Background: an optimization exercise with open tools, aiming at small area, a short achievable clock period and few clock cycles. Do not read the settings as production practice. Function was checked by simulation only, so behaviour that the tests miss may differ from the original. Power is estimated from default activity; no workload was simulated.

==> flow/design.v (outline; a module is shown in full before it is edited, if it fits) <==
// module ysyx_23060203_CLINT: 32 lines
// module ysyx_23060203_MemArb: 184 lines
// module ysyx_23060203_XBar: 107 lines
// module ysyx_23060203_ALU: 78 lines
// module ysyx_23060203_DIV: 107 lines
// module ysyx_23060203_MUL_radix_4: 72 lines
// module ysyx_23060203_LSU: 230 lines
// module ysyx_23060203_EXU: 245 lines
// module ysyx_23060203_BRU: 20 lines
// module ysyx_23060203_IDU: 210 lines
// module ysyx_23060203_ICache: 167 lines
// module ysyx_23060203_IFU: 84 lines
// module ysyx_23060203_GPR: 20 lines
// module ysyx_23060203_MMU: 157 lines
// module ysyx_23060203_WBU: 157 lines
// module ysyx_23060203_CPU: 387 lines
// module ysyx_23060203: 105 lines
module ysyx_23060203 (
  input clock, reset,
  input io_interrupt,
  input         io_master_awready,
  output        io_master_awvalid,
  output [31:0] io_master_awaddr,
  output [3:0]  io_master_awid,
  output [7:0]  io_master_awlen,
  output [2:0]  io_master_awsize,
  output [1:0]  io_master_awburst,
  input         io_master_wready,
  output        io_master_wvalid,
  output [31:0] io_master_wdata,
  output [3:0]  io_master_wstrb,
  output        io_master_wlast,
  output        io_master_bready,
  input         io_master_bvalid,
  input  [1:0]  io_master_bresp,
  input  [3:0]  io_master_bid,
  input         io_master_arready,
  output        io_master_arvalid,
  output [31:0] io_master_araddr,
  output [3:0]  io_master_arid,
  output [7:0]  io_master_arlen,
  output [2:0]  io_master_arsize,
  output [1:0]  io_master_arburst,
  output        io_master_rready,
  input         io_master_rvalid,
  input  [1:0]  io_master_rresp,
  input  [31:0] io_master_rdata,
  input         io_master_rlast,
  input  [3:0]  io_master_rid,
  output        io_slave_awready,
  input         io_slave_awvalid,
  input  [31:0] io_slave_awaddr,
  input  [3:0]  io_slave_awid,
  input  [7:0]  io_slave_awlen,
  input  [2:0]  io_slave_awsize,
  input  [1:0]  io_slave_awburst,
  output        io_slave_wready,
  input         io_slave_wvalid,
  input  [31:0] io_slave_wdata,
  input  [3:0]  io_slave_wstrb,
  input         io_slave_wlast,
  input         io_slave_bready,
  output        io_slave_bvalid,
  output [1:0]  io_slave_bresp,
  output [3:0]  io_slave_bid,
  output        io_slave_arready,
  input         io_slave_arvalid,
  input  [31:0] io_slave_araddr,
  input  [3:0]  io_slave_arid,
  input  [7:0]  io_slave_arlen,
  input  [2:0]  io_slave_arsize,
  input  [1:0]  io_slave_arburst,
  input         io_slave_rready,
  output        io_slave_rvalid,
  output [1:0]  io_slave_rresp,
  output [31:0] io_slave_rdata,
  output        io_slave_rlast,
  output [3:0]  io_slave_rid
);
  // ...
==> flow/flow/run.sh <==
#!/bin/bash
set -euo pipefail
bash standard.sh SETUP_SLACK_MARGIN=7 CORE_UTILIZATION=50 finish > flow_make.log 2>&1
==> flow/standard.sh <==
#!/bin/bash
# synth_recipe.tcl (not shown) runs the flow's synth.tcl, then flattens the netlist and writes it again
# the make line also repeats each setting of config.mk as NAME=value (left out here)
make -C /OpenROAD-flow-scripts/flow DESIGN_CONFIG=/design/flow/config.mk WORK_HOME=/design/flow/orfs CLKGATE_MAP_FILE= SYNTH_SCRIPT=/design/flow/synth_recipe.tcl "${@:-finish}"
==> flow/config.mk <==
export PLATFORM = sky130hd
export DESIGN_NAME = ysyx_23060203
export DESIGN_NICKNAME = ysyx_23060203
export VERILOG_FILES = /design/flow/design.v
export SDC_FILE = /design/flow/constraint.sdc
export NUM_CORES = 4
export LEC_CHECK = 0
export CAP_MARGIN = 20
export CORE_MARGIN = 2
export CORE_UTILIZATION = 40
export SLEW_MARGIN = 20
==> flow/constraint.sdc <==
create_clock -name core_clock -period 12.0 [get_ports {clock}]
set_input_delay 2.4000 -clock core_clock [delete_from_list [all_inputs] [get_ports {clock}]]
set_output_delay 2.4000 -clock core_clock [all_outputs]
set_load 0.01 [all_outputs]
==> results.toml, run 1 <==
[power_and_ir_drop]
p_total_mw = 30.19
power.internal_mw = 20.94
comb_cell_power_mw = 6.78
combPwrFrac_pct = 22.4

[global_route]
grtUsageTotal_pct = 38.40
grt_pass1_wl_mm = 948.1
grt_pass1_vias = 122900
grt_util_met1_pct = 51.98

[drt]
drt_iter0_drc = 19950
wl_met1_mm = 264.4
wl_met2_mm = 293.3
routed_wirelength_mm = 688.2

[cells_and_area]
n_fill_cell = 28350
biggestRegsByFlops = "NPC_CPU.GPR.r: 992 flops, NPC_CPU.IFU.ICache.line_data: 480 flops"
regMostFlops = "NPC_CPU.GPR.r"

[placement]
place_ws_ps = 5782
placed_cell_area_mm2 = 0.1800
placed_cells = 18560

[synth]
ys_seq_elements = 3078
ys.flop_type = "edfxtp_1"
syn-instance-count = 14420
ys_top_cells_by_area = "edfxtp_1 (49%), mux4_2 (11%), ha_1 (3.4%)"
synth_adder_area_share_pct = 3.873
ys_seq_area_share_pct = 52.07
synthTopCellsByCount = "edfxtp_1 (2824), nor2_1 (1254), nand2_1 (1206)"
avgSynthCellArea_um2 = 11.97

[clocking]
clockRootBuffer = "clkbuf_16"
cts_resized = 215
tritoncts = "built"

[die]
die_w_um = 591.6
core_region_area_mm2 = 0.3433

[timing]
drv_slew = 0
setup_viol = 0
fin_skew_ps = 64.54
layout_min_cycle_time_ps = 5260

[worst_setup_path]
cp_common_cell = "buf_4"
reg2reg_depth = 14
regToRegSetupSlack_ps = 6740

[outcome]
outcome = "timing/DRC/antenna clean"

[hold_path]
hold_path_startpoint = "NPC_CPU.MMU.line_rand"
Testbench counts, summed over its fixed seeds: cycles 31,743.
==> module ysyx_23060203_MemArb, before the edit <==
module ysyx_23060203_MemArb (
  input clock, reset,
  input wbuf_busy,
  input wbuf_busy_next,
  input ifu_r_arvalid_next,
  input lsu_r_arvalid_next,
  input mmu_r_arvalid_next,
  output logic ifu_r_arready,
  input ifu_r_arvalid,
  input [31:0] ifu_r_araddr,
  input [3:0] ifu_r_arid,
  input [7:0] ifu_r_arlen,
  input [2:0] ifu_r_arsize,
  input [1:0] ifu_r_arburst,
  input ifu_r_rready,
  output logic ifu_r_rvalid,
  output logic [1:0] ifu_r_rresp,
  output logic [31:0] ifu_r_rdata,
  output logic ifu_r_rlast,
  output logic [3:0] ifu_r_rid,
  output logic lsu_r_arready,
  input lsu_r_arvalid,
  input [31:0] lsu_r_araddr,
  input [3:0] lsu_r_arid,
  input [7:0] lsu_r_arlen,
  input [2:0] lsu_r_arsize,
  input [1:0] lsu_r_arburst,
  input lsu_r_rready,
  output logic lsu_r_rvalid,
  output logic [1:0] lsu_r_rresp,
  output logic [31:0] lsu_r_rdata,
  output logic lsu_r_rlast,
  output logic [3:0] lsu_r_rid,
  output logic mmu_r_arready,
  input mmu_r_arvalid_raw,
  input [31:0] mmu_r_araddr,
  input [3:0] mmu_r_arid,
  input [7:0] mmu_r_arlen,
  input [2:0] mmu_r_arsize,
  input [1:0] mmu_r_arburst,
  input mmu_r_rready,
  output logic mmu_r_rvalid,
  output logic [1:0] mmu_r_rresp,
  output logic [31:0] mmu_r_rdata,
  output logic mmu_r_rlast,
  output logic [3:0] mmu_r_rid,
  input ram_r_arready,
  output ram_r_clint,
  output logic ram_r_arvalid,
  output logic [31:0] ram_r_araddr,
  output logic [3:0] ram_r_arid,
  output logic [7:0] ram_r_arlen,
  output logic [2:0] ram_r_arsize,
  output logic [1:0] ram_r_arburst,
  output logic ram_r_rready,
  input ram_r_rvalid,
  input [1:0] ram_r_rresp,
  input [31:0] ram_r_rdata,
  input ram_r_rlast,
  input [3:0] ram_r_rid
);
  typedef enum logic [1:0] {
    ST_IDLE,
    ST_IFU,
    ST_LSU,
    ST_MMU
  } state_t;
  wire st_idle = state == ST_IDLE;
  wire st_ifu = state == ST_IFU;
  wire st_lsu = state == ST_LSU;
  wire st_mmu = state == ST_MMU;
  state_t state, state_next;
  always @(posedge clock) begin
    if (reset) begin
      state <= ST_IDLE;
    end else begin
      state <= state_next;
    end
  end
  wire mmu_r_arvalid = mmu_r_arvalid_raw;
  wire g_mmu = st_mmu;
  wire g_lsu = st_lsu;
  wire g_ifu = st_ifu;
  assign ram_r_clint = (g_ifu & (ifu_r_araddr[31:16] == 16'h0200)) |
                       (g_lsu & (lsu_r_araddr[31:16] == 16'h0200)) |
                       (g_mmu & (mmu_r_araddr[31:16] == 16'h0200));
  wire rhs = ram_r_rready & ram_r_rvalid & ram_r_rlast;
  always_comb begin
    state_next = state;
    if (st_idle | rhs) begin
      if (mmu_r_arvalid_next & ~wbuf_busy_next) begin
        state_next = ST_MMU;
      end else if (lsu_r_arvalid_next) begin
        state_next = ST_LSU;
      end else if (ifu_r_arvalid_next) begin
        state_next = ST_IFU;
      end else begin
        state_next = ST_IDLE;
      end
    end
  end
  always_comb begin
    if (g_ifu) begin
      ram_r_arvalid = ifu_r_arvalid;
      ram_r_araddr = ifu_r_araddr;
      ram_r_arid = ifu_r_arid;
      ram_r_arlen = ifu_r_arlen;
      ram_r_arsize = ifu_r_arsize;
      ram_r_arburst = ifu_r_arburst;
      ram_r_rready = ifu_r_rready;
    end else if (g_lsu) begin
      ram_r_arvalid = lsu_r_arvalid;
      ram_r_araddr = lsu_r_araddr;
      ram_r_arid = lsu_r_arid;
      ram_r_arlen = lsu_r_arlen;
      ram_r_arsize = lsu_r_arsize;
      ram_r_arburst = lsu_r_arburst;
      ram_r_rready = lsu_r_rready;
    end else if (g_mmu) begin
      ram_r_arvalid = mmu_r_arvalid;
      ram_r_araddr = mmu_r_araddr;
      ram_r_arid = mmu_r_arid;
      ram_r_arlen = mmu_r_arlen;
      ram_r_arsize = mmu_r_arsize;
      ram_r_arburst = mmu_r_arburst;
      ram_r_rready = mmu_r_rready;
    end else begin
      ram_r_arvalid = 0;
      ram_r_araddr = 0;
      ram_r_arid = 0;
      ram_r_arlen = 0;
      ram_r_arsize = 0;
      ram_r_arburst = 0;
      ram_r_rready = 0;
    end
  end
  always_comb begin
    if (g_ifu) begin
      ifu_r_arready = ram_r_arready;
      ifu_r_rvalid = ram_r_rvalid;
      ifu_r_rresp = ram_r_rresp;
      ifu_r_rdata = ram_r_rdata;
      ifu_r_rlast = ram_r_rlast;
      ifu_r_rid = ram_r_rid;
    end else begin
      ifu_r_arready = 0;
      ifu_r_rvalid = 0;
      ifu_r_rresp = 0;
      ifu_r_rdata = 0;
      ifu_r_rlast = 0;
      ifu_r_rid = 0;
    end
    if (g_lsu) begin
      lsu_r_arready = ram_r_arready;
      lsu_r_rvalid = ram_r_rvalid;
      lsu_r_rresp = ram_r_rresp;
      lsu_r_rdata = ram_r_rdata;
      lsu_r_rlast = ram_r_rlast;
      lsu_r_rid = ram_r_rid;
    end else begin
      lsu_r_arready = 0;
      lsu_r_rvalid = 0;
      lsu_r_rresp = 0;
      lsu_r_rdata = 0;
      lsu_r_rlast = 0;
      lsu_r_rid = 0;
    end
    if (g_mmu) begin
      mmu_r_arready = ram_r_arready;
      mmu_r_rvalid = ram_r_rvalid;
      mmu_r_rresp = ram_r_rresp;
      mmu_r_rdata = ram_r_rdata;
      mmu_r_rlast = ram_r_rlast;
      mmu_r_rid = ram_r_rid;
    end else begin
      mmu_r_arready = 0;
      mmu_r_rvalid = 0;
      mmu_r_rresp = 0;
      mmu_r_rdata = 0;
      mmu_r_rlast = 0;
      mmu_r_rid = 0;
    end
  end
endmodule
==> module ysyx_23060203_LSU, before the edit <==
module ysyx_23060203_LSU (
  input clock, reset,
  input mem_r_arready,
  output logic mem_r_arvalid,
  output mem_r_arvalid_next,
  output logic [31:0] mem_r_araddr,
  output logic [3:0] mem_r_arid,
  output logic [7:0] mem_r_arlen,
  output logic [2:0] mem_r_arsize,
  output logic [1:0] mem_r_arburst,
  output logic mem_r_rready,
  input mem_r_rvalid,
  input [31:0] mem_r_rdata,
  output logic mem_w_awvalid,
  input mem_w_awready,
  output logic [31:0] mem_w_awaddr,
  output logic [3:0] mem_w_awid,
  output logic [7:0] mem_w_awlen,
  output logic [2:0] mem_w_awsize,
  output logic [1:0] mem_w_awburst,
  input mem_w_wready,
  output logic mem_w_wvalid,
  output logic [31:0] mem_w_wdata,
  output logic [3:0] mem_w_wstrb,
  output logic mem_w_wlast,
  output logic mem_w_bready,
  input mem_w_bvalid,
  output mmu_valid,
  output [31:0] mmu_vaddr,
  input mmu_hit,
  input [31:0] mmu_paddr,
  input vm_on,
  output wbuf_busy,
  output wbuf_busy_next,
  output store_fast,
  output in_ready,
  input in_valid,
  input [3:0] ls,
  input [31:0] alu_val,
  input [31:0] val_c,
  input out_ready,
  output out_valid,
  output [31:0] out_rdata
);
  typedef enum logic [2:0] {
    ST_IDLE,
    ST_HOLD,
    ST_MMU,
    ST_LOAD_REQ,
    ST_LOAD_RESP,
    ST_STORE_WAIT
  } state_t;
  state_t state, state_next;
  wire st_idle = state == ST_IDLE;
  wire st_hold = state == ST_HOLD;
  wire st_mmu  = state == ST_MMU;
  reg [31:0] addr, addr_next;
  reg [31:0] load_val, load_val_next;
  parameter WB_W = 2;
  localparam WB_N = 1 << WB_W;
  reg             wb_v    [WB_N];
  reg [31:0]      wb_a    [WB_N];
  reg [31:0]      wb_d    [WB_N];
  reg [3:0]       wb_s    [WB_N];
  reg [1:0]       wb_z    [WB_N];
  reg             wb_aw_done, wb_w_done;
  wire wb_valid = wb_v[0];
  wire wb_full  = wb_v[WB_N-1];
  wire aw_hs = mem_w_awvalid & mem_w_awready;
  wire w_hs  = mem_w_wvalid & mem_w_wready;
  wire wb_done = wb_valid & (wb_aw_done | aw_hs) & (wb_w_done | w_hs);
  assign wbuf_busy = wb_valid;
  assign store_fast = st_idle & ~vm_on & ~wb_full;
  wire is_store = ~ls[3];
  function automatic [31:0] st_data(input [31:0] d, input [1:0] a);
    st_data = d << {a, 3'b0};
  endfunction
  function automatic [3:0] st_strb(input [1:0] sz, input [1:0] a);
    reg [3:0] raw;
    case (sz)
      2'b00: raw = 4'b0001;
      2'b01: raw = 4'b0011;
      2'b10: raw = 4'b1111;
      default: raw = 4'b0000;
    endcase
    st_strb = raw << a;
  endfunction
  wire accept = in_valid & in_ready;
  wire wb_push_fast = accept & is_store & store_fast;
  wire wb_push_slow = (state == ST_STORE_WAIT) & ~wb_full;
  wire wb_push = wb_push_fast | wb_push_slow;
  wire [31:0] wb_src_addr = wb_push_fast ? alu_val : addr;
  reg ld_conflict;
  reg ld_conflict_next;
  always_comb begin
    ld_conflict_next = 0;
    for (integer i = 0; i < WB_N; i = i + 1) begin
      if (wb_v[i] & ~(wb_done & (i == 0)) & (wb_a[i][11:2] == addr_next[11:2]))
        ld_conflict_next = 1;
    end
  end
  always @(posedge clock) ld_conflict <= ld_conflict_next;
  reg [WB_N-1:0] wb_v_sh, wb_push_at;
  always_comb begin
    for (integer i = 0; i < WB_N; i = i + 1) begin
      wb_v_sh[i] = wb_done ? ((i == WB_N-1) ? 1'b0 : wb_v[(i == WB_N-1) ? i : i+1]) : wb_v[i];
    end
    for (integer i = 0; i < WB_N; i = i + 1) begin
      wb_push_at[i] = wb_push & ~wb_v_sh[i] & ((i == 0) ? 1'b1 : wb_v_sh[(i == 0) ? 0 : i-1]);
    end
  end
  assign wbuf_busy_next = |(wb_v_sh | wb_push_at);
  wire [31:0] wb_new_d = st_data(val_c, wb_src_addr[1:0]);
  wire [3:0]  wb_new_s = st_strb(ls[1:0], wb_src_addr[1:0]);
  always @(posedge clock) begin
    if (reset) begin
      for (integer i = 0; i < WB_N; i = i + 1) wb_v[i] <= 0;
      wb_aw_done <= 0;
      wb_w_done <= 0;
    end else begin
      for (integer i = 0; i < WB_N; i = i + 1) wb_v[i] <= wb_v_sh[i] | wb_push_at[i];
      if (wb_done) begin
        wb_aw_done <= 0;
        wb_w_done <= 0;
      end else begin
        if (aw_hs) wb_aw_done <= 1;
        if (w_hs) wb_w_done <= 1;
      end
    end
  end
  always @(posedge clock) begin
    for (integer i = 0; i < WB_N; i = i + 1) begin
      if (wb_push_at[i]) begin
        wb_a[i] <= wb_src_addr;
        wb_d[i] <= wb_new_d;
        wb_s[i] <= wb_new_s;
        wb_z[i] <= ls[1:0];
      end else if (wb_done & (i != WB_N-1)) begin
        wb_a[i] <= wb_a[(i == WB_N-1) ? i : i+1];
        wb_d[i] <= wb_d[(i == WB_N-1) ? i : i+1];
        wb_s[i] <= wb_s[(i == WB_N-1) ? i : i+1];
        wb_z[i] <= wb_z[(i == WB_N-1) ? i : i+1];
      end
    end
  end
  always @(posedge clock) begin
    if (reset) begin
      state <= ST_IDLE;
    end else begin
      state <= state_next;
      addr <= addr_next;
      load_val <= load_val_next;
    end
  end
  assign in_ready = st_idle | (st_hold & out_ready);
  always_comb begin
    state_next = state;
    addr_next = addr;
    load_val_next = load_val;
    case (state)
      ST_HOLD: begin
        if (out_ready) state_next = ST_IDLE;
      end
      ST_MMU: begin
        if (mmu_hit) begin
          addr_next = mmu_paddr;
          if (ls[3]) begin
            state_next = ST_LOAD_REQ;
          end else begin
            state_next = ST_STORE_WAIT;
          end
        end
      end
      ST_LOAD_REQ: begin
        if (mem_r_arvalid & mem_r_arready) begin
          state_next = ST_LOAD_RESP;
        end
      end
      ST_LOAD_RESP: begin
        if (mem_r_rvalid) begin
          load_val_next = mem_rdata;
          state_next = ST_HOLD;
        end
      end
      ST_STORE_WAIT: begin
        if (~wb_full) state_next = ST_HOLD;
      end
      default: ;
    endcase
    if (accept) begin
      addr_next = alu_val;
      if (vm_on) state_next = ST_MMU;
      else if (ls[3]) state_next = ST_LOAD_REQ;
      else if (wb_full) state_next = ST_STORE_WAIT;
      else state_next = ST_IDLE;
    end
  end
  assign mmu_valid = st_mmu;
  assign mmu_vaddr = addr;
  assign out_valid = st_hold;
  assign mem_r_arvalid = (state == ST_LOAD_REQ) & ~ld_conflict;
  assign mem_r_arvalid_next = (state_next == ST_LOAD_REQ) & ~ld_conflict_next;
  assign mem_r_araddr = addr;
  assign mem_r_arid = 4'b0;
  assign mem_r_arlen = 8'b0;
  assign mem_r_arsize = {1'b0, ls[1:0]};
  assign mem_r_arburst = 2'b0;
  assign mem_r_rready = state == ST_LOAD_RESP;
  wire [31:0] mem_rdata_raw = mem_r_rdata >> {addr[1:0], 3'b0};
  reg [31:0] mem_rdata;
  always_comb begin
    case (ls[1:0])
      2'b00: mem_rdata = {{24{mem_rdata_raw[7]  & ls[2]}}, mem_rdata_raw[7:0] };
      2'b01: mem_rdata = {{16{mem_rdata_raw[15] & ls[2]}}, mem_rdata_raw[15:0]};
      default: mem_rdata = mem_rdata_raw[31:0];
    endcase
  end
  assign out_rdata = load_val;
  assign mem_w_awvalid = wb_valid & ~wb_aw_done;
  assign mem_w_awaddr = wb_a[0];
  assign mem_w_awid = 4'b0;
  assign mem_w_awlen = 8'b0;
  assign mem_w_awsize = {1'b0, wb_z[0]};
  assign mem_w_awburst = 2'b0;
  assign mem_w_wvalid = wb_valid & ~wb_w_done;
  assign mem_w_wdata = wb_d[0];
  assign mem_w_wstrb = wb_s[0];
  assign mem_w_wlast = 1'b1;
  assign mem_w_bready = 1'b1;
endmodule
==> module ysyx_23060203_EXU, before the edit <==
module ysyx_23060203_EXU (
  input clock, reset,
  input flush,
  output [4:0] exu_rd,
  output [31:0] exu_rd_val,
  output jump_flush,
  output [31:0] jump_dnpc,
  output mmu_valid,
  output [31:0] mmu_vaddr,
  input mmu_hit,
  input [31:0] mmu_paddr,
  input vm_on,
  output wbuf_busy,
  output wbuf_busy_next,
  input mem_r_arready,
  output logic mem_r_arvalid,
  output mem_r_arvalid_next,
  output logic [31:0] mem_r_araddr,
  output logic [3:0] mem_r_arid,
  output logic [7:0] mem_r_arlen,
  output logic [2:0] mem_r_arsize,
  output logic [1:0] mem_r_arburst,
  output logic mem_r_rready,
  input mem_r_rvalid,
  input [31:0] mem_r_rdata,
  output logic mem_w_awvalid,
  input mem_w_awready,
  output logic [31:0] mem_w_awaddr,
  output logic [3:0] mem_w_awid,
  output logic [7:0] mem_w_awlen,
  output logic [2:0] mem_w_awsize,
  output logic [1:0] mem_w_awburst,
  input mem_w_wready,
  output logic mem_w_wvalid,
  output logic [31:0] mem_w_wdata,
  output logic [3:0] mem_w_wstrb,
  output logic mem_w_wlast,
  output logic mem_w_bready,
  input mem_w_bvalid,
  output in_ready,
  input in_valid,
  input [31:0] in_pc,
  input [31:0] in_dnpc,
  input [31:0] in_alt,
  input        in_br,
  input        in_jalr,
  input        in_pred,
  input [31:0] in_val_a,
  input [31:0] in_val_b,
  input [31:0] in_val_c,
  input [ 2:0] in_alu_funct,
  input        in_alu_sw,
  input        in_alu_sub,
  input        in_mul,
  input [ 4:0] in_rd,
  input        in_rd_src,
  input [ 3:0] in_ls,
  input        in_zicsr,
  input        in_csr_src,
  input        in_exc,
  input        in_ret,
  input        in_fencei,
  input out_ready,
  output out_valid,
  output [31:0] out_pc,
  output [31:0] out_dnpc,
  output [4:0] out_gpr_waddr,
  output [31:0] out_gpr_wdata,
  output out_zicsr,
  output [11:0] out_csr_waddr,
  output [31:0] out_csr_wdata,
  output out_exc,
  output out_ret,
  output out_fencei
);
  reg valid;
  reg [31:0] pc;
  reg [31:0] dnpc;
  reg [31:0] alt;
  reg        br, jalr, pred;
  reg [31:0] val_a, val_b, val_c;
  reg [ 2:0] alu_funct;
  reg        alu_sw;
  reg        alu_sub;
  reg        mul;
  reg [ 4:0] rd;
  reg        rd_src;
  reg [ 3:0] ls;
  reg        zicsr;
  reg        csr_src;
  reg        exc;
  reg        ret;
  reg        fencei;
  always @(posedge clock)
  if (reset) begin
    valid <= 0;
  end else begin
    if (flush) begin
      valid <= 0;
    end if (in_ready & in_valid) begin
      valid <= 1;
    end else if (out_ready & out_valid) begin
      valid <= 0;
    end
  end
  always @(posedge clock) begin
    if (in_ready) begin
        pc <= in_pc;
        dnpc <= in_dnpc;
        alt <= in_alt;
        br <= in_br;
        jalr <= in_jalr;
        pred <= in_pred;
        val_a <= in_val_a;
        val_b <= in_val_b;
        val_c <= in_val_c;
        alu_funct <= in_alu_funct;
        alu_sw <= in_alu_sw;
        alu_sub <= in_alu_sub;
        mul <= in_mul;
        rd <= in_rd;
        rd_src <= in_rd_src;
        ls <= in_ls;
        zicsr <= in_zicsr;
        csr_src <= in_csr_src;
        exc <= in_exc;
        ret <= in_ret;
        fencei <= in_fencei;
    end
  end
  assign in_ready = ~valid | (out_ready & out_valid);
  assign out_valid = ~flush & valid & exec_out_valid;
  assign out_pc = pc;
  wire br_taken;
  ysyx_23060203_BRU BRU (
    .src1(val_a), .src2(val_c), .funct(alu_funct),
    .jump_en(br_taken)
  );
  wire [31:0] jalr_tgt = {alu_val[31:1], 1'b0};
  wire br_miss = br & (br_taken ^ pred);
  assign jump_flush = valid & exec_en & (jalr | br_miss);
  assign jump_dnpc = jalr ? jalr_tgt : alt;
  assign out_dnpc = jalr ? jalr_tgt : (br_miss ? alt : dnpc);
  reg exec_en_r, exec_en_r_next;
  always @(posedge clock)
  if (reset) begin
    exec_en_r <= 0;
  end else begin
    exec_en_r <= exec_en_r_next;
  end
  always_comb begin
    exec_en_r_next = exec_en_r;
    if (flush) exec_en_r_next = 0;
    else if (in_ready) exec_en_r_next = in_valid;
    else if (exec_en_r) begin
      if (lsu_en) begin
        if (lsu_in_ready) exec_en_r_next = 0;
      end else if (mul_en) begin
        if (mul_in_ready) exec_en_r_next = 0;
      end else if (div_en) begin
        if (div_in_ready) exec_en_r_next = 0;
      end
    end
  end
  wire exec_en = ~flush & exec_en_r;
  reg exec_out_valid;
  always_comb begin
    if (exec_en_r) begin
      exec_out_valid = (~(|ls | mul) & ~((rd_src | exc | ret | fencei) & lsu_wbuf_busy)) |
                       (~ls[3] & |ls & lsu_store_fast);
    end else begin
      exec_out_valid =
        (lsu_en & lsu_out_valid) |
        (mul_en & mul_out_valid) |
        (div_en & div_out_valid) ;
    end
  end
  wire [31:0] alu_val;
  ysyx_23060203_ALU ALU (
    .alu_a(val_a), .alu_b(val_b),
    .funct(alu_funct), .sw(alu_sw), .sub(alu_sub),
    .val(alu_val)
  );
  wire lsu_en = |ls;
  wire [31:0] lsu_addr = val_a + val_b;
  wire lsu_in_ready, lsu_out_valid;
  wire [31:0] lsu_val;
  wire lsu_wbuf_busy, lsu_store_fast;
  assign wbuf_busy = lsu_wbuf_busy;
  ysyx_23060203_LSU LSU (
    .clock(clock), .reset(reset),
    .mem_r_arready(mem_r_arready), .mem_r_arvalid(mem_r_arvalid), .mem_r_arvalid_next(mem_r_arvalid_next), .mem_r_araddr(mem_r_araddr), .mem_r_arid(mem_r_arid), .mem_r_arlen(mem_r_arlen), .mem_r_arsize(mem_r_arsize), .mem_r_arburst(mem_r_arburst), .mem_r_rready(mem_r_rready), .mem_r_rvalid(mem_r_rvalid), .mem_r_rdata(mem_r_rdata), .mem_w_awvalid(mem_w_awvalid), .mem_w_awready(mem_w_awready), .mem_w_awaddr(mem_w_awaddr), .mem_w_awid(mem_w_awid), .mem_w_awlen(mem_w_awlen), .mem_w_awsize(mem_w_awsize), .mem_w_awburst(mem_w_awburst), .mem_w_wready(mem_w_wready), .mem_w_wvalid(mem_w_wvalid), .mem_w_wdata(mem_w_wdata), .mem_w_wstrb(mem_w_wstrb), .mem_w_wlast(mem_w_wlast), .mem_w_bready(mem_w_bready), .mem_w_bvalid(mem_w_bvalid),
    .mmu_valid(mmu_valid), .mmu_vaddr(mmu_vaddr),
    .mmu_hit(mmu_hit), .mmu_paddr(mmu_paddr),
    .vm_on(vm_on), .wbuf_busy(lsu_wbuf_busy), .wbuf_busy_next(wbuf_busy_next), .store_fast(lsu_store_fast),
    .in_ready(lsu_in_ready), .in_valid(exec_en & lsu_en),
    .ls(ls), .alu_val(lsu_addr), .val_c(val_c),
    .out_ready(out_ready), .out_valid(lsu_out_valid),
    .out_rdata(lsu_val)
  );
  wire mul_en = mul & ~alu_funct[2];
  wire [1:0] mul_sign = {^alu_funct[1:0], ~alu_funct[1] & alu_funct[0]};
  wire mul_in_ready, mul_out_valid;
  wire [63:0] mul_prod;
  wire [31:0] mul_val = (|alu_funct[1:0]) ? mul_prod[63:32] : mul_prod[31:0];
  ysyx_23060203_MUL_radix_4 MUL (
    .clock(clock), .reset(reset), .flush(0),
    .in_ready(mul_in_ready), .in_valid(exec_en & mul_en),
    .in_sign(mul_sign), .in_a(val_a), .in_b(val_b),
    .out_ready(out_ready), .out_valid(mul_out_valid),
    .out_prod(mul_prod)
  );
  wire div_en = mul & alu_funct[2];
  wire div_sign = ~alu_funct[0];
  wire div_in_ready, div_out_valid;
  wire [31:0] div_val;
  ysyx_23060203_DIV DIV (
    .clock(clock), .reset(reset), .flush(0),
    .in_ready(div_in_ready), .in_valid(exec_en & div_en),
    .in_sign(div_sign), .in_rem(alu_funct[1]), .in_a(val_a), .in_b(val_b),
    .out_ready(out_ready), .out_valid(div_out_valid),
    .out_val(div_val)
  );
  assign out_gpr_waddr = rd;
  wire use_alu = ~ls[3] & ~rd_src & ~jalr & ~mul;
  wire [31:0] other_val =
    ls[3] ? lsu_val :
    rd_src ? val_a :
    jalr ? dnpc :
    (alu_funct[2] ? div_val : mul_val);
  assign out_gpr_wdata = use_alu ? alu_val : other_val;
  assign exu_rd = rd & {5{valid}};
  wire use_alu_fw = ~ls[3] & ~jalr & ~mul;
  wire [31:0] other_fw =
    ls[3] ? lsu_val :
    jalr ? dnpc :
    (alu_funct[2] ? div_val : mul_val);
  assign exu_rd_val = use_alu_fw ? alu_val : other_fw;
  assign out_zicsr = zicsr;
  assign out_csr_waddr = val_c[11:0];
  assign out_csr_wdata = csr_src ? val_b : alu_val;
  assign out_exc = exc;
  assign out_ret = ret;
  assign out_fencei = fencei;
endmodule
==> module ysyx_23060203_ICache, before the edit <==
module ysyx_23060203_ICache (
  input clock, reset,
  input flush_icache,
  input vm_on,
  input [31:0] addr,
  output hit,
  output [31:0] inst,
  output mmu_valid,
  output [31:0] mmu_vaddr,
  input mmu_hit,
  input [31:0] mmu_paddr,
  input mem_r_arready,
  output logic mem_r_arvalid,
  output mem_r_arvalid_next,
  output logic [31:0] mem_r_araddr,
  output logic [3:0] mem_r_arid,
  output logic [7:0] mem_r_arlen,
  output logic [2:0] mem_r_arsize,
  output logic [1:0] mem_r_arburst,
  output logic mem_r_rready,
  input mem_r_rvalid,
  input [31:0] mem_r_rdata,
  input mem_r_rlast
);
  parameter OFFSET_W = 4;  
  parameter INDEX_W  = 2;  
  parameter TAG_W    = 32 - OFFSET_W - INDEX_W; 
  parameter SET_N = 1 << INDEX_W; 
  parameter BLOCK_SZ = (1 << OFFSET_W) >> 2;  
  reg line_valid [SET_N];
  reg [BLOCK_SZ-1:0] line_wvalid [SET_N];  
  reg [TAG_W-1:0] line_tag [SET_N];
  reg [31:0] line_data [SET_N][BLOCK_SZ];
  wire [TAG_W-1:0] tag = addr[31:OFFSET_W+INDEX_W];
  wire [INDEX_W-1:0] index = addr[OFFSET_W+INDEX_W-1:OFFSET_W];
  wire [(OFFSET_W-2)-1:0] off = addr[OFFSET_W-1:2];
  wire tag_hit = line_valid[index] & (line_tag[index] == tag);
  assign hit = tag_hit & line_wvalid[index][off];
  assign inst = line_data[index][off];
  wire [31-OFFSET_W:0] pf_line = addr[31:OFFSET_W] + 1'b1;
  wire [TAG_W-1:0] pf_tag = pf_line[31-OFFSET_W:INDEX_W];
  wire [INDEX_W-1:0] pf_index = pf_line[INDEX_W-1:0];
  wire pf_present = line_valid[pf_index] & (line_tag[pf_index] == pf_tag);
  wire pf_want = hit & ~pf_present & ~(&addr[11:OFFSET_W]);
  typedef enum logic [1:0] {
    ST_IDLE,
    ST_MMU,
    ST_REQ,
    ST_RESP
  } state_t;
  wire st_idle = state == ST_IDLE;
  wire st_mmu  = state == ST_MMU;
  wire st_req  = state == ST_REQ;
  wire st_resp = state == ST_RESP;
  state_t state, state_next;
  reg [31:0] paddr, paddr_next;            
  reg [TAG_W-1:0] rf_tag, rf_tag_next;     
  reg [INDEX_W-1:0] rf_index, rf_index_next;
  reg [(OFFSET_W-2)-1:0] rf_off, rf_off_next;  
  wire beat = mem_r_rready & mem_r_rvalid;
  wire last_beat = beat & mem_r_rlast;
  always @(posedge clock) begin
    if (reset) begin
      state <= ST_IDLE;
    end else begin
      state <= state_next;
      paddr <= paddr_next;
      rf_tag <= rf_tag_next;
      rf_index <= rf_index_next;
      rf_off <= rf_off_next;
    end
  end
  always_comb begin
    state_next = state;
    paddr_next = paddr;
    rf_tag_next = rf_tag;
    rf_index_next = rf_index;
    rf_off_next = rf_off;
    case (state)
      ST_IDLE: begin
        if (~hit) begin
          rf_tag_next = tag;
          rf_index_next = index;
          rf_off_next = off;
          if (vm_on) begin
            state_next = ST_MMU;
          end else begin
            state_next = ST_REQ;
            paddr_next = {addr[31:2], 2'b00};
          end
        end else if (pf_want) begin
          rf_tag_next = pf_tag;
          rf_index_next = pf_index;
          rf_off_next = 0;
          if (vm_on) begin
            state_next = ST_MMU;
          end else begin
            state_next = ST_REQ;
            paddr_next = {pf_line, {OFFSET_W{1'b0}}};
          end
        end
      end
      ST_MMU: begin
        if (mmu_hit) begin
          state_next = ST_REQ;
          paddr_next = {mmu_paddr[31:2], 2'b00};
        end
      end
      ST_REQ: begin
        if (mem_r_arready) begin
          state_next = ST_RESP;
        end
      end
      ST_RESP: begin
        if (last_beat) begin
          state_next = ST_IDLE;
        end
      end
      default: ;
    endcase
  end
  assign mmu_valid = st_mmu;
  assign mmu_vaddr = {rf_tag, rf_index, rf_off, 2'b00};
  assign mem_r_arvalid = st_req;
  assign mem_r_arvalid_next = state_next == ST_REQ;
  assign mem_r_araddr = paddr;
  assign mem_r_arid = 0;
  assign mem_r_arlen = BLOCK_SZ - 1;
  assign mem_r_arsize = 3'b010;
  assign mem_r_arburst = 2'b10;  
  assign mem_r_rready = st_resp;
  reg [(OFFSET_W-2)-1:0] off_r;
  always @(posedge clock) begin
    if (reset) begin
      off_r <= 0;
    end else if (st_req) begin
      off_r <= paddr[OFFSET_W-1:2];
    end else if (beat) begin
      off_r <= off_r + 1;
    end
  end
  always @(posedge clock) begin
    if (beat) begin
      line_data[rf_index][off_r] <= mem_r_rdata;
    end
  end
  integer i;
  always @(posedge clock) if (reset) begin
    for (i = 0; i < SET_N; i = i + 1) begin
      line_valid[i] <= 0;
    end
  end else begin
    if (st_req & mem_r_arready) begin
      line_valid[rf_index] <= 1;
      line_tag[rf_index] <= rf_tag;
      line_wvalid[rf_index] <= 0;
    end
    if (beat) begin
      line_wvalid[rf_index][off_r] <= 1;
    end
    if (flush_icache) begin
      for (i = 0; i < SET_N; i = i + 1) begin
        line_valid[i] <= 0;
      end
    end
  end
endmodule
==> module ysyx_23060203_IFU, before the edit <==
module ysyx_23060203_IFU (
  input clock, reset,
  input mem_r_arready,
  output logic mem_r_arvalid,
  output mem_r_arvalid_next,
  output logic [31:0] mem_r_araddr,
  output logic [3:0] mem_r_arid,
  output logic [7:0] mem_r_arlen,
  output logic [2:0] mem_r_arsize,
  output logic [1:0] mem_r_arburst,
  output logic mem_r_rready,
  input mem_r_rvalid,
  input [31:0] mem_r_rdata,
  input mem_r_rlast,
  input jump_flush,
  input [31:0] jump_dnpc,
  input cs_flush,
  input [31:0] cs_dnpc,
  input flush_icache,
  input vm_on,
  output mmu_valid,
  output [31:0] mmu_vaddr,
  input mmu_hit,
  input [31:0] mmu_paddr,
  input out_ready,
  output out_valid,
  output reg [31:0] out_pc,
  output reg [31:0] out_inst
);
  reg [31:0] fetch_pc;
  wire hit;
  wire [31:0] cache_inst;
  ysyx_23060203_ICache ICache (
    .clock(clock), .reset(reset),
    .flush_icache(flush_icache), .vm_on(vm_on),
    .addr(fetch_pc), .hit(hit), .inst(cache_inst),
    .mmu_valid(mmu_valid), .mmu_vaddr(mmu_vaddr),
    .mmu_hit(mmu_hit), .mmu_paddr(mmu_paddr),
    .mem_r_arready(mem_r_arready), .mem_r_arvalid(mem_r_arvalid), .mem_r_arvalid_next(mem_r_arvalid_next), .mem_r_araddr(mem_r_araddr), .mem_r_arid(mem_r_arid), .mem_r_arlen(mem_r_arlen), .mem_r_arsize(mem_r_arsize), .mem_r_arburst(mem_r_arburst), .mem_r_rready(mem_r_rready), .mem_r_rvalid(mem_r_rvalid), .mem_r_rdata(mem_r_rdata), .mem_r_rlast(mem_r_rlast)
  );
  wire [31:0] o_imm_b =
    {{20{out_inst[31]}}, out_inst[7], out_inst[30:25], out_inst[11:8], 1'b0};
  wire [31:0] o_imm_j =
    {{12{out_inst[31]}}, out_inst[19:12], out_inst[20], out_inst[30:21], 1'b0};
  wire o_jal = out_inst[6:2] == 5'b11011;
  wire o_br  = out_inst[6:2] == 5'b11000;
  wire o_sys = out_inst[6:2] == 5'b11100;
  wire o_taken = o_jal | (o_br & out_inst[31]);
  wire [31:0] pred_tgt = out_pc + (o_jal ? o_imm_j : o_imm_b);
  reg out_new;    
  reg sys_hold;
  wire redirect = out_new & o_taken;
  wire block = (out_new & o_sys) | sys_hold;
  wire flush = jump_flush | cs_flush;
  wire [31:0] dnpc = cs_flush ? cs_dnpc : jump_dnpc;
  assign out_valid = out_valid_r & ~flush;
  reg out_valid_r;
  wire out_step_en = ~out_valid_r | out_ready;
  wire fetch_ok = hit & ~redirect & ~block;
  wire step = fetch_ok & out_step_en;
  wire out_valid_r_next = flush ? 1'b0 : (out_step_en ? fetch_ok : out_valid_r);
  wire [31:0] fetch_pc_next = flush ? dnpc :
                              redirect ? pred_tgt :
                              step ? {fetch_pc[31:2] + 1'b1, fetch_pc[1:0]} : fetch_pc;
  always @(posedge clock) begin
    if (reset) begin
      out_valid_r <= 0;
      out_new <= 0;
      sys_hold <= 0;
      fetch_pc <= 32'h30000000;
    end else begin
      out_valid_r <= out_valid_r_next;
      out_new <= ~flush & step;
      sys_hold <= ~flush & (sys_hold | (out_new & o_sys));
      fetch_pc <= fetch_pc_next;
    end
  end
  always @(posedge clock) begin
    if (~flush & step) begin
      out_pc <= fetch_pc;
      out_inst <= cache_inst;
    end
  end
endmodule
==> module ysyx_23060203_MMU, before the edit <==
module ysyx_23060203_MMU (
  input clock, reset,
  input flush,
  input [31:0] csr_satp,
  input mem_r_arready,
  output logic mem_r_arvalid,
  output mem_r_arvalid_next,
  output logic [31:0] mem_r_araddr,
  output logic [3:0] mem_r_arid,
  output logic [7:0] mem_r_arlen,
  output logic [2:0] mem_r_arsize,
  output logic [1:0] mem_r_arburst,
  output logic mem_r_rready,
  input mem_r_rvalid,
  input [31:0] mem_r_rdata,
  input ifu_valid,
  input [31:0] ifu_vaddr,
  output reg ifu_hit,
  output [31:0] ifu_paddr,
  input lsu_valid,
  input [31:0] lsu_vaddr,
  output reg lsu_hit,
  output [31:0] lsu_paddr
);
  wire [19:0] ifu_vpn = ifu_vaddr[31:12];
  reg [19:0] ifu_ppn;
  assign ifu_paddr = {ifu_ppn, ifu_vaddr[11:0]};
  wire [19:0] lsu_vpn = lsu_vaddr[31:12];
  reg [19:0] lsu_ppn;
  assign lsu_paddr = {lsu_ppn, lsu_vaddr[11:0]};
  parameter integer LINE_W = 1;
  localparam integer LINE_N = 1 << LINE_W;
  reg line_valid [LINE_N];
  reg [19:0] line_vpn [LINE_N];
  reg [19:0] line_ppn [LINE_N];
  reg [LINE_W-1:0] line_rand; 
  reg [LINE_W-1:0] line_evit;
  always @(posedge clock) begin
    line_rand <= line_rand + 1;
  end
  always_comb begin
    line_evit = line_rand;
    for (integer i = 0; i < LINE_N; i = i + 1) begin
      if (~line_valid[i]) begin
        line_evit = i[LINE_W-1:0];
      end
    end
  end
  always_comb begin
    if (csr_satp[31]) begin  
      ifu_hit = 0;
      ifu_ppn = 0;
      lsu_hit = 0;
      lsu_ppn = 0;
      for (integer i = 0; i < LINE_N; i = i + 1) begin
        if (line_valid[i]) begin
          if (line_vpn[i] == ifu_vpn) begin
            ifu_hit = 1;
            ifu_ppn = line_ppn[i];
          end
          if (line_vpn[i] == lsu_vpn) begin
            lsu_hit = 1;
            lsu_ppn = line_ppn[i];
          end
        end
      end
    end else begin  
      ifu_hit = 1;
      ifu_ppn = ifu_vpn;
      lsu_hit = 1;
      lsu_ppn = lsu_vpn;
    end
  end
  always @(posedge clock) if (reset) begin
    for (integer i = 0; i < LINE_N; i = i + 1) begin
      line_valid[i] <= 0;
    end
  end else begin
    if (st_resp & mem_r_rvalid & ~ptw_lv) begin
      line_valid[line_evit] <= 1;
      line_vpn[line_evit] <= ptw_dev ? lsu_vpn : ifu_vpn;
      line_ppn[line_evit] <= mem_r_rdata[29:10];
    end
    if (flush) begin
      for (integer i = 0; i < LINE_N; i = i + 1) begin
        line_valid[i] <= 0;
      end
    end
  end
  typedef enum logic [2:0] {
    ST_IDLE = 3'b001,
    ST_REQ  = 3'b010,
    ST_RESP = 3'b100
  } state_t;
  wire st_idle = state[0];
  wire st_req  = state[1];
  wire st_resp = state[2];
  state_t state, state_next;
  reg ptw_dev, ptw_dev_next;
  reg ptw_lv, ptw_lv_next;
  reg [31:0] ptw_raddr, ptw_raddr_next;
  always @(posedge clock)
  if (reset) begin
    state <= ST_IDLE;
  end else begin
    state <= state_next;
    ptw_dev <= ptw_dev_next;
    ptw_lv <= ptw_lv_next;
    ptw_raddr <= ptw_raddr_next;
  end
  always_comb begin
    state_next = state;
    ptw_dev_next = ptw_dev;
    ptw_lv_next = ptw_lv;
    ptw_raddr_next = ptw_raddr;
    case (1'b1)
      state[0]: begin  
        if (lsu_valid & ~lsu_hit) begin
          state_next = ST_REQ;
          ptw_dev_next = 1;  
          ptw_lv_next = 1;
          ptw_raddr_next = {csr_satp[19:0], lsu_vpn[19:10], 2'b0};
        end else if (ifu_valid & ~ifu_hit) begin
          state_next = ST_REQ;
          ptw_dev_next = 0;  
          ptw_lv_next = 1;
          ptw_raddr_next = {csr_satp[19:0], ifu_vpn[19:10], 2'b0};
        end
      end
      state[1]: begin  
        if (mem_r_arready) begin
          state_next = ST_RESP;
        end
      end
      state[2]: begin  
        if (mem_r_rvalid) begin
          if (ptw_lv) begin
            state_next = ST_REQ;
            ptw_lv_next = 0;
            ptw_raddr_next = {mem_r_rdata[29:10], ptw_dev ? lsu_vpn[9:0] : ifu_vpn[9:0], 2'b0};
          end else begin
            state_next = ST_IDLE;
          end
        end
      end
      default: ;
    endcase
  end
  assign mem_r_arvalid = st_req;
  assign mem_r_arvalid_next = state_next[1];
  assign mem_r_araddr = ptw_raddr;
  assign mem_r_arid = 0;
  assign mem_r_arlen = 0;  
  assign mem_r_arsize = 3'b010;
  assign mem_r_arburst = 0;
  assign mem_r_rready = st_resp;
endmodule
==> inputs of run 2 (changes only) <==
--- a/flow/design.v
+++ b/flow/design.v
@@ -77,4 +77,7 @@
   input lsu_r_arvalid_next,
   input mmu_r_arvalid_next,
+  input [31:0] ifu_r_araddr_next,
+  input [31:0] lsu_r_araddr_next,
+  input [31:0] mmu_r_araddr_next,
   output logic ifu_r_arready,
   input ifu_r_arvalid,
@@ -153,8 +156,29 @@
   wire g_lsu = st_lsu;
   wire g_ifu = st_ifu;
-  assign ram_r_clint = (g_ifu & (ifu_r_araddr[31:16] == 16'h0200)) |
-                       (g_lsu & (lsu_r_araddr[31:16] == 16'h0200)) |
-                       (g_mmu & (mmu_r_araddr[31:16] == 16'h0200));
   wire rhs = ram_r_rready & ram_r_rvalid & ram_r_rlast;
+  reg [31:0] ar_addr;
+  reg [7:0]  ar_len;
+  reg [2:0]  ar_size;
+  reg [1:0]  ar_burst;
+  reg        ar_clint;
+  assign ram_r_clint = ar_clint;
+  always @(posedge clock) begin
+    if (st_idle | rhs) begin
+      case (state_next)
+        ST_MMU: begin
+          ar_addr <= mmu_r_araddr_next; ar_len <= mmu_r_arlen; ar_size <= mmu_r_arsize; ar_burst <= mmu_r_arburst;
+          ar_clint <= mmu_r_araddr_next[31:16] == 16'h0200;
+        end
+        ST_LSU: begin
+          ar_addr <= lsu_r_araddr_next; ar_len <= lsu_r_arlen; ar_size <= lsu_r_arsize; ar_burst <= lsu_r_arburst;
+          ar_clint <= lsu_r_araddr_next[31:16] == 16'h0200;
+        end
+        default: begin
+          ar_addr <= ifu_r_araddr_next; ar_len <= ifu_r_arlen; ar_size <= ifu_r_arsize; ar_burst <= ifu_r_arburst;
+          ar_clint <= ifu_r_araddr_next[31:16] == 16'h0200;
+        end
+      endcase
+    end
+  end
   always_comb begin
     state_next = state;
@@ -171,36 +195,21 @@
     end
   end
+  assign ram_r_araddr = ar_addr;
+  assign ram_r_arid = 4'b0;
+  assign ram_r_arlen = ar_len;
+  assign ram_r_arsize = ar_size;
+  assign ram_r_arburst = ar_burst;
   always_comb begin
     if (g_ifu) begin
       ram_r_arvalid = ifu_r_arvalid;
-      ram_r_araddr = ifu_r_araddr;
-      ram_r_arid = ifu_r_arid;
-      ram_r_arlen = ifu_r_arlen;
-      ram_r_arsize = ifu_r_arsize;
-      ram_r_arburst = ifu_r_arburst;
       ram_r_rready = ifu_r_rready;
     end else if (g_lsu) begin
       ram_r_arvalid = lsu_r_arvalid;
-      ram_r_araddr = lsu_r_araddr;
-      ram_r_arid = lsu_r_arid;
-      ram_r_arlen = lsu_r_arlen;
-      ram_r_arsize = lsu_r_arsize;
-      ram_r_arburst = lsu_r_arburst;
       ram_r_rready = lsu_r_rready;
     end else if (g_mmu) begin
       ram_r_arvalid = mmu_r_arvalid;
-      ram_r_araddr = mmu_r_araddr;
-      ram_r_arid = mmu_r_arid;
-      ram_r_arlen = mmu_r_arlen;
-      ram_r_arsize = mmu_r_arsize;
-      ram_r_arburst = mmu_r_arburst;
       ram_r_rready = mmu_r_rready;
     end else begin
       ram_r_arvalid = 0;
-      ram_r_araddr = 0;
-      ram_r_arid = 0;
-      ram_r_arlen = 0;
-      ram_r_arsize = 0;
-      ram_r_arburst = 0;
       ram_r_rready = 0;
     end
@@ -623,4 +632,5 @@
   output logic mem_r_arvalid,
   output mem_r_arvalid_next,
+  output [31:0] mem_r_araddr_next,
   output logic [31:0] mem_r_araddr,
   output logic [3:0] mem_r_arid,
@@ -820,4 +830,5 @@
   assign mem_r_arvalid = (state == ST_LOAD_REQ) & ~ld_conflict;
   assign mem_r_arvalid_next = (state_next == ST_LOAD_REQ) & ~ld_conflict_next;
+  assign mem_r_araddr_next = addr_next;
   assign mem_r_araddr = addr;
   assign mem_r_arid = 4'b0;
@@ -865,4 +876,5 @@
   output logic mem_r_arvalid,
   output mem_r_arvalid_next,
+  output [31:0] mem_r_araddr_next,
   output logic [31:0] mem_r_araddr,
   output logic [3:0] mem_r_arid,
@@ -1039,5 +1051,5 @@
   ysyx_23060203_LSU LSU (
     .clock(clock), .reset(reset),
-    .mem_r_arready(mem_r_arready), .mem_r_arvalid(mem_r_arvalid), .mem_r_arvalid_next(mem_r_arvalid_next), .mem_r_araddr(mem_r_araddr), .mem_r_arid(mem_r_arid), .mem_r_arlen(mem_r_arlen), .mem_r_arsize(mem_r_arsize), .mem_r_arburst(mem_r_arburst), .mem_r_rready(mem_r_rready), .mem_r_rvalid(mem_r_rvalid), .mem_r_rdata(mem_r_rdata), .mem_w_awvalid(mem_w_awvalid), .mem_w_awready(mem_w_awready), .mem_w_awaddr(mem_w_awaddr), .mem_w_awid(mem_w_awid), .mem_w_awlen(mem_w_awlen), .mem_w_awsize(mem_w_awsize), .mem_w_awburst(mem_w_awburst), .mem_w_wready(mem_w_wready), .mem_w_wvalid(mem_w_wvalid), .mem_w_wdata(mem_w_wdata), .mem_w_wstrb(mem_w_wstrb), .mem_w_wlast(mem_w_wlast), .mem_w_bready(mem_w_bready), .mem_w_bvalid(mem_w_bvalid),
+    .mem_r_arready(mem_r_arready), .mem_r_arvalid(mem_r_arvalid), .mem_r_arvalid_next(mem_r_arvalid_next), .mem_r_araddr_next(mem_r_araddr_next), .mem_r_araddr(mem_r_araddr), .mem_r_arid(mem_r_arid), .mem_r_arlen(mem_r_arlen), .mem_r_arsize(mem_r_arsize), .mem_r_arburst(mem_r_arburst), .mem_r_rready(mem_r_rready), .mem_r_rvalid(mem_r_rvalid), .mem_r_rdata(mem_r_rdata), .mem_w_awvalid(mem_w_awvalid), .mem_w_awready(mem_w_awready), .mem_w_awaddr(mem_w_awaddr), .mem_w_awid(mem_w_awid), .mem_w_awlen(mem_w_awlen), .mem_w_awsize(mem_w_awsize), .mem_w_awburst(mem_w_awburst), .mem_w_wready(mem_w_wready), .mem_w_wvalid(mem_w_wvalid), .mem_w_wdata(mem_w_wdata), .mem_w_wstrb(mem_w_wstrb), .mem_w_wlast(mem_w_wlast), .mem_w_bready(mem_w_bready), .mem_w_bvalid(mem_w_bvalid),
     .mmu_valid(mmu_valid), .mmu_vaddr(mmu_vaddr),
     .mmu_hit(mmu_hit), .mmu_paddr(mmu_paddr),
@@ -1337,4 +1349,5 @@
   output logic mem_r_arvalid,
   output mem_r_arvalid_next,
+  output [31:0] mem_r_araddr_next,
   output logic [31:0] mem_r_araddr,
   output logic [3:0] mem_r_arid,
@@ -1448,4 +1461,5 @@
   assign mem_r_arvalid = st_req;
   assign mem_r_arvalid_next = state_next == ST_REQ;
+  assign mem_r_araddr_next = paddr_next;
   assign mem_r_araddr = paddr;
   assign mem_r_arid = 0;
@@ -1495,4 +1509,5 @@
   output logic mem_r_arvalid,
   output mem_r_arvalid_next,
+  output [31:0] mem_r_araddr_next,
   output logic [31:0] mem_r_araddr,
   output logic [3:0] mem_r_arid,
@@ -1528,5 +1543,5 @@
     .mmu_valid(mmu_valid), .mmu_vaddr(mmu_vaddr),
     .mmu_hit(mmu_hit), .mmu_paddr(mmu_paddr),
-    .mem_r_arready(mem_r_arready), .mem_r_arvalid(mem_r_arvalid), .mem_r_arvalid_next(mem_r_arvalid_next), .mem_r_araddr(mem_r_araddr), .mem_r_arid(mem_r_arid), .mem_r_arlen(mem_r_arlen), .mem_r_arsize(mem_r_arsize), .mem_r_arburst(mem_r_arburst), .mem_r_rready(mem_r_rready), .mem_r_rvalid(mem_r_rvalid), .mem_r_rdata(mem_r_rdata), .mem_r_rlast(mem_r_rlast)
+    .mem_r_arready(mem_r_arready), .mem_r_arvalid(mem_r_arvalid), .mem_r_arvalid_next(mem_r_arvalid_next), .mem_r_araddr_next(mem_r_araddr_next), .mem_r_araddr(mem_r_araddr), .mem_r_arid(mem_r_arid), .mem_r_arlen(mem_r_arlen), .mem_r_arsize(mem_r_arsize), .mem_r_arburst(mem_r_arburst), .mem_r_rready(mem_r_rready), .mem_r_rvalid(mem_r_rvalid), .mem_r_rdata(mem_r_rdata), .mem_r_rlast(mem_r_rlast)
   );
   wire [31:0] o_imm_b =
@@ -1601,4 +1616,5 @@
   output logic mem_r_arvalid,
   output mem_r_arvalid_next,
+  output [31:0] mem_r_araddr_next,
   output logic [31:0] mem_r_araddr,
   output logic [3:0] mem_r_arid,
@@ -1744,4 +1760,5 @@
   assign mem_r_arvalid = st_req;
   assign mem_r_arvalid_next = state_next[1];
+  assign mem_r_araddr_next = ptw_raddr_next;
   assign mem_r_araddr = ptw_raddr;
   assign mem_r_arid = 0;
@@ -1982,5 +1999,5 @@
   ysyx_23060203_IFU IFU (
     .clock(clock), .reset(reset),
-    .mem_r_arready(ifu_mem_r_arready), .mem_r_arvalid(ifu_mem_r_arvalid), .mem_r_arvalid_next(ifu_mem_r_arvalid_next), .mem_r_araddr(ifu_mem_r_araddr), .mem_r_arid(ifu_mem_r_arid), .mem_r_arlen(ifu_mem_r_arlen), .mem_r_arsize(ifu_mem_r_arsize), .mem_r_arburst(ifu_mem_r_arburst), .mem_r_rready(ifu_mem_r_rready), .mem_r_rvalid(ifu_mem_r_rvalid), .mem_r_rdata(ifu_mem_r_rdata), .mem_r_rlast(ifu_mem_r_rlast),
+    .mem_r_arready(ifu_mem_r_arready), .mem_r_arvalid(ifu_mem_r_arvalid), .mem_r_arvalid_next(ifu_mem_r_arvalid_next), .mem_r_araddr_next(ifu_mem_r_araddr_next), .mem_r_araddr(ifu_mem_r_araddr), .mem_r_arid(ifu_mem_r_arid), .mem_r_arlen(ifu_mem_r_arlen), .mem_r_arsize(ifu_mem_r_arsize), .mem_r_arburst(ifu_mem_r_arburst), .mem_r_rready(ifu_mem_r_rready), .mem_r_rvalid(ifu_mem_r_rvalid), .mem_r_rdata(ifu_mem_r_rdata), .mem_r_rlast(ifu_mem_r_rlast),
     .jump_flush(jump_flush), .jump_dnpc(jump_dnpc),
     .cs_flush(cs_flush), .cs_dnpc(cs_dnpc),
@@ -2054,4 +2071,5 @@
   wire wbuf_busy, wbuf_busy_next;
   wire ifu_mem_r_arvalid_next, lsu_mem_r_arvalid_next, mmu_mem_r_arvalid_next;
+  wire [31:0] ifu_mem_r_araddr_next, lsu_mem_r_araddr_next, mmu_mem_r_araddr_next;
   wire [4:0] exu_rd;
   wire [31:0] exu_rd_val;
@@ -2107,5 +2125,5 @@
     .mmu_hit(lsu_mmu_hit), .mmu_paddr(lsu_mmu_paddr),
     .vm_on(csr_satp[31]), .wbuf_busy(wbuf_busy), .wbuf_busy_next(wbuf_busy_next),
-    .mem_r_arready(lsu_mem_r_arready), .mem_r_arvalid(lsu_mem_r_arvalid), .mem_r_arvalid_next(lsu_mem_r_arvalid_next), .mem_r_araddr(lsu_mem_r_araddr), .mem_r_arid(lsu_mem_r_arid), .mem_r_arlen(lsu_mem_r_arlen), .mem_r_arsize(lsu_mem_r_arsize), .mem_r_arburst(lsu_mem_r_arburst), .mem_r_rready(lsu_mem_r_rready), .mem_r_rvalid(lsu_mem_r_rvalid), .mem_r_rdata(lsu_mem_r_rdata),
+    .mem_r_arready(lsu_mem_r_arready), .mem_r_arvalid(lsu_mem_r_arvalid), .mem_r_arvalid_next(lsu_mem_r_arvalid_next), .mem_r_araddr_next(lsu_mem_r_araddr_next), .mem_r_araddr(lsu_mem_r_araddr), .mem_r_arid(lsu_mem_r_arid), .mem_r_arlen(lsu_mem_r_arlen), .mem_r_arsize(lsu_mem_r_arsize), .mem_r_arburst(lsu_mem_r_arburst), .mem_r_rready(lsu_mem_r_rready), .mem_r_rvalid(lsu_mem_r_rvalid), .mem_r_rdata(lsu_mem_r_rdata),
     .mem_w_awvalid(io_out_awvalid), .mem_w_awready(io_out_awready), .mem_w_awaddr(io_out_awaddr), .mem_w_awid(io_out_awid), .mem_w_awlen(io_out_awlen), .mem_w_awsize(io_out_awsize), .mem_w_awburst(io_out_awburst), .mem_w_wready(io_out_wready), .mem_w_wvalid(io_out_wvalid), .mem_w_wdata(io_out_wdata), .mem_w_wstrb(io_out_wstrb), .mem_w_wlast(io_out_wlast), .mem_w_bready(io_out_bready), .mem_w_bvalid(io_out_bvalid),
     .in_ready(exu_in_ready),
@@ -2211,5 +2229,5 @@
     .flush(flush_tlb),
     .csr_satp(csr_satp),
-    .mem_r_arready(mmu_mem_r_arready), .mem_r_arvalid(mmu_mem_r_arvalid), .mem_r_arvalid_next(mmu_mem_r_arvalid_next), .mem_r_araddr(mmu_mem_r_araddr), .mem_r_arid(mmu_mem_r_arid), .mem_r_arlen(mmu_mem_r_arlen), .mem_r_arsize(mmu_mem_r_arsize), .mem_r_arburst(mmu_mem_r_arburst), .mem_r_rready(mmu_mem_r_rready), .mem_r_rvalid(mmu_mem_r_rvalid), .mem_r_rdata(mmu_mem_r_rdata),
+    .mem_r_arready(mmu_mem_r_arready), .mem_r_arvalid(mmu_mem_r_arvalid), .mem_r_arvalid_next(mmu_mem_r_arvalid_next), .mem_r_araddr_next(mmu_mem_r_araddr_next), .mem_r_araddr(mmu_mem_r_araddr), .mem_r_arid(mmu_mem_r_arid), .mem_r_arlen(mmu_mem_r_arlen), .mem_r_arsize(mmu_mem_r_arsize), .mem_r_arburst(mmu_mem_r_arburst), .mem_r_rready(mmu_mem_r_rready), .mem_r_rvalid(mmu_mem_r_rvalid), .mem_r_rdata(mmu_mem_r_rdata),
     .ifu_valid(ifu_mmu_valid), .ifu_vaddr(ifu_mmu_vaddr),
     .ifu_hit(ifu_mmu_hit), .ifu_paddr(ifu_mmu_paddr),
@@ -2251,4 +2269,5 @@
     .wbuf_busy(wbuf_busy), .wbuf_busy_next(wbuf_busy_next),
     .ifu_r_arvalid_next(ifu_mem_r_arvalid_next), .lsu_r_arvalid_next(lsu_mem_r_arvalid_next), .mmu_r_arvalid_next(mmu_mem_r_arvalid_next),
+    .ifu_r_araddr_next(ifu_mem_r_araddr_next), .lsu_r_araddr_next(lsu_mem_r_araddr_next), .mmu_r_araddr_next(mmu_mem_r_araddr_next),
     .ifu_r_arready(ifu_mem_r_arready), .ifu_r_arvalid(ifu_mem_r_arvalid), .ifu_r_araddr(ifu_mem_r_araddr), .ifu_r_arid(ifu_mem_r_arid), .ifu_r_arlen(ifu_mem_r_arlen), .ifu_r_arsize(ifu_mem_r_arsize), .ifu_r_arburst(ifu_mem_r_arburst), .ifu_r_rready(ifu_mem_r_rready), .ifu_r_rvalid(ifu_mem_r_rvalid), .ifu_r_rresp(ifu_mem_r_rresp), .ifu_r_rdata(ifu_mem_r_rdata), .ifu_r_rlast(ifu_mem_r_rlast), .ifu_r_rid(ifu_mem_r_rid), .lsu_r_arready(lsu_mem_r_arready), .lsu_r_arvalid(lsu_mem_r_arvalid), .lsu_r_araddr(lsu_mem_r_araddr), .lsu_r_arid(lsu_mem_r_arid), .lsu_r_arlen(lsu_mem_r_arlen), .lsu_r_arsize(lsu_mem_r_arsize), .lsu_r_arburst(lsu_mem_r_arburst), .lsu_r_rready(lsu_mem_r_rready), .lsu_r_rvalid(lsu_mem_r_rvalid), .lsu_r_rresp(lsu_mem_r_rresp), .lsu_r_rdata(lsu_mem_r_rdata), .lsu_r_rlast(lsu_mem_r_rlast), .lsu_r_rid(lsu_mem_r_rid), .mmu_r_arready(mmu_mem_r_arready), .mmu_r_arvalid_raw(mmu_mem_r_arvalid), .mmu_r_araddr(mmu_mem_r_araddr), .mmu_r_arid(mmu_mem_r_arid), .mmu_r_arlen(mmu_mem_r_arlen), .mmu_r_arsize(mmu_mem_r_arsize), .mmu_r_arburst(mmu_mem_r_arburst), .mmu_r_rready(mmu_mem_r_rready), .mmu_r_rvalid(mmu_mem_r_rvalid), .mmu_r_rresp(mmu_mem_r_rresp), .mmu_r_rdata(mmu_mem_r_rdata), .mmu_r_rlast(mmu_mem_r_rlast), .mmu_r_rid(mmu_mem_r_rid),
     .ram_r_arready(mem_r_arready), .ram_r_clint(mem_r_clint), .ram_r_arvalid(mem_r_arvalid), .ram_r_araddr(mem_r_araddr), .ram_r_arid(mem_r_arid), .ram_r_arlen(mem_r_arlen), .ram_r_arsize(mem_r_arsize), .ram_r_arburst(mem_r_arburst), .ram_r_rready(mem_r_rready), .ram_r_rvalid(mem_r_rvalid), .ram_r_rresp(mem_r_rresp), .ram_r_rdata(mem_r_rdata), .ram_r_rlast(mem_r_rlast), .ram_r_rid(mem_r_rid)
==> run 2 against run 1 <==
  * Flip-flop and latch count grew 40
  * Critical path depth up 2
  * Synthesized cell count grew 1.6%
  * Global-route usage grew 0.055 points
  * Synthesized area grew 1.0%
  * Largest cell class unchanged
  * Sequential power hardly changed
  * Register-to-register slack got worse by 150 ps
  * First-iteration DRC count shrank 3.1%
  * Count of clock-buffer cells in the layout is 16 higher
  * Critical path type is now input port to flop
  * Non-clock buffer count up 120
  * Wire length up 1.9%
  * Die area is 1.0% higher
  * Highest routed layer unchanged
  * Still clean on timing, DRC and antenna
==> results.toml, run 2 <==
[cells_and_area]
largest_reg_flops = 992
postLayoutCoreUtil_pct = 57.28
regMostFlops = "NPC_CPU.GPR.r"
layout_common_cells = "edfxtp_1 (2864), nand2_1 (1270), nor2_1 (1238)"
nets = 15550
biggestRegsByFlops = "NPC_CPU.GPR.r: 992 flops, NPC_CPU.IFU.ICache.line_data: 480 flops"
final_common_cell = "edfxtp_1"
seqCellArea_mm2 = 0.09115
design_area_mm2 = 0.1986
drive_above_1_share_pct = 17.67
n_fill_cell = 28400
area_delta_synth_final_pct = 13.89
finalNonFillerCells = 19760
multiInputGateArea_mm2 = 0.08078

[synth]
ys.warnings.count = 21
synth_area_leader_cell = "edfxtp_1"
syn-cell-area_mm2 = 0.1744
async_flop_share_pct = 0
yosysMostFrequentCell = "edfxtp_1"
ys_seq_area_share_pct = 52.23
synthTopCellsByCount = "edfxtp_1 (2864), nor2_1 (1323), nand2_1 (1290)"
ys_seq_elements = 3118
syn-instance-count = 14650
synth_edf_count = 2864
avgSynthCellArea_um2 = 11.90
ys_top_cells_by_area = "edfxtp_1 (49%), mux4_2 (11%), ha_1 (3.3%)"
ys_types = 102
ys.flop_type = "edfxtp_1"
synth_top_area_share_pct = 49.32

[timing]
maxSlewHeadroom_pct = 14.95
setup_viol = 0
max_freq_mhz = 183.9
fin_skew_ps = 61.26
layout_min_cycle_time_ps = 5437
tns_ps = 0
holdWs_ps = 380.4
fin_ws_ps = 6563
hold_viol = 0
finalCritPeriodShare_pct = 45.31
rsz0062_at_grt = "yes"
tightest_slew_ps = 1262
drv_slew = 0

[clocking]
clockRootBuffer = "clkbuf_16"
tritoncts = "built"
path_clk_slew_ps = 60
cts_buffers = 346
cts.sinks = 3118
clock_path_buffers = 4
clk_latency_ps = 980
hold_buffers = 0
htree_num_levels = 5

[global_route]
grt_pass1_wl_mm = 966.1
grtUsageTotal_pct = 38.46
antenna_found_initial = 67
grt_pass1_vias = 125400
grt_max_degree = 139
grt-ovfl-total = 0

[die]
die-area_mm2 = 0.3535
row_count = 216
die_h_um = 594.6
die_w_um = 594.6
ios = 383
core_region_area_mm2 = 0.3467
start_util_pct = 50.29

[power_and_ir_drop]
peakVddDrop_mv = 0.2238
pwr-share-clk_pct = 34.1
switching_share_pct = 31.14
combPwrFrac_pct = 25.7
switchingPower_mw = 9.886
p_total_mw = 31.74
p_leak_nw = 70.15
power.internal_mw = 21.86
pwr-share-seq_pct = 40.2
power.density_mw_per_mm2 = 159.8

[drt]
drc = 0
avgRoutedWirePerCell_um = 35.48
vias = 133700
drt_first_pass_iters = 9
ant_nets = 0
drt_iter0_drc = 19340
routed_wirelength_mm = 700.9
vias_per_cell = 6.768

[placement]
place_ws_ps = 4956
placed_cells = 18840
placed_cell_area_mm2 = 0.1820
dpl.hpwl_mm = 477.1
gp_congestion = 1.035
portBuffers = 149

[worst_setup_path]
critPathCaptureType = "flop"
crit_fanout = 34
startpoint_type = "input port"
cp.required_ps = 12830
cp.arrival_ps = 6270
crit_type = "input port to flop"

[hold_path]
hp-class = "flop to flop"

[flow_run]
max-cap-violations = 0

[outcome]
outcome = "timing/DRC/antenna clean"
==> run 2: worst paths after layout <==
| path | startpoint | end | slack (ps) | depth (start not counted) |
|---|---|---|---|---|
| worst max-delay path | io_master_rvalid | NPC_CPU.MemArb.ar_clint | 6560 | 16 |
| worst min-delay path | NPC_CPU.MMU.line_rand | NPC_CPU.MMU.line_rand | 380 | 1 |
| worst max register to register | NPC_CPU.IFU.fetch_pc[12] | NPC_CPU.MemArb.ar_clint | 6590 | 16 |
| worst min register to register | NPC_CPU.MMU.line_rand | NPC_CPU.MMU.line_rand | 380 | 1 |
==> run 2: power groups by stage <==
| stage | Combinational (mW) | Clock (mW) | Sequential (mW) |
|---|---|---|---|
| after global routing | 8.86 | 11.3 | 12.8 |
| after detailed placement | 6.83 | 0 | 13.0 |
| after global placement | 6.74 | 0 | 13.0 |
| after CTS | 7.48 | 10.9 | 12.8 |
| after floorplan | 5.10 | 0 | 12.7 |
| final | 8.14 | 10.8 | 12.8 |
==> run 2: what timing repair did <==
item | 4_1_cts | 5_1_grt
pin swaps | 77 | 131
buffers inserted | 110 | 108
cloned | 15 | 7
resized for setup | 363 | 258
endpoints found under the setup margin | 1562 | 803
hold endpoints to repair | 0 | 0
==> run 2: cells by family after synthesis <==
kind of cell / after synthesis / share of synthesized area [%]
xor+xnor: 844 / 4.263
buf+inv: 1518 / 3.490
simple gates: 3831 / 9.800
mux: 1422 / 14.14
compound gates: 3406 / 12.23
fa+ha+maj: 509 / 3.840
flops: 3118 / 52.23
other cells: 2 / 0.004307
==> run 2: area by class of cell <==
| cell class | instances | share of cell area (%) |
|---|---|---|
| Clock inverter | 187 | 1.091 |
| Inverter | 464 | 0.8946 |
| Timing Repair Buffer | 820 | 3.885 |
| Antenna cell | 46 | 0.05796 |
| Multi-Input combinational cell | 10100 | 40.68 |
| Clock buffer | 444 | 4.612 |
| Sequential cell | 3118 | 45.90 |
| Timing Repair inverter | 1 | 0.002520 |
| Tap cell | 4578 | 2.884 |
==> run 2: layer usage <==
metal	routed length, um	track usage, %	vias to the layer above
li1	-	-	56070
met1	270900	52.64	67310
met2	299500	55.56	8652
met3	86980	11.05	1629
met4	43150	20.22	50
met5	474	0	-
==> run 2: critical path, stage by stage <==
cell and delay, ps:
clkdlybuf4s50_1 630, a21oi_2 180, nand2b_4 200, o21a_1 170, o21ai_0 140, nand2_1 90, a21oi_2 130, nand3b_1 150
o41a_1 450, buf_6 220, a22o_1 240, a21o_1 200, nor4_2 290, nand4_1 200, nor4_2 320, and4b_1 240
Testbench counts of run 2, summed over its fixed seeds: cycles 31,743.

Re-timed with assumed drivers on the ports (clkbuf_16 on the clock, buf_2 on other inputs), run 2 has 6.591 ns of setup slack against 6.563 ns with ideal ports, and 5.587 ns once port delays also move by the mid clock arrival of 1.065 ns.
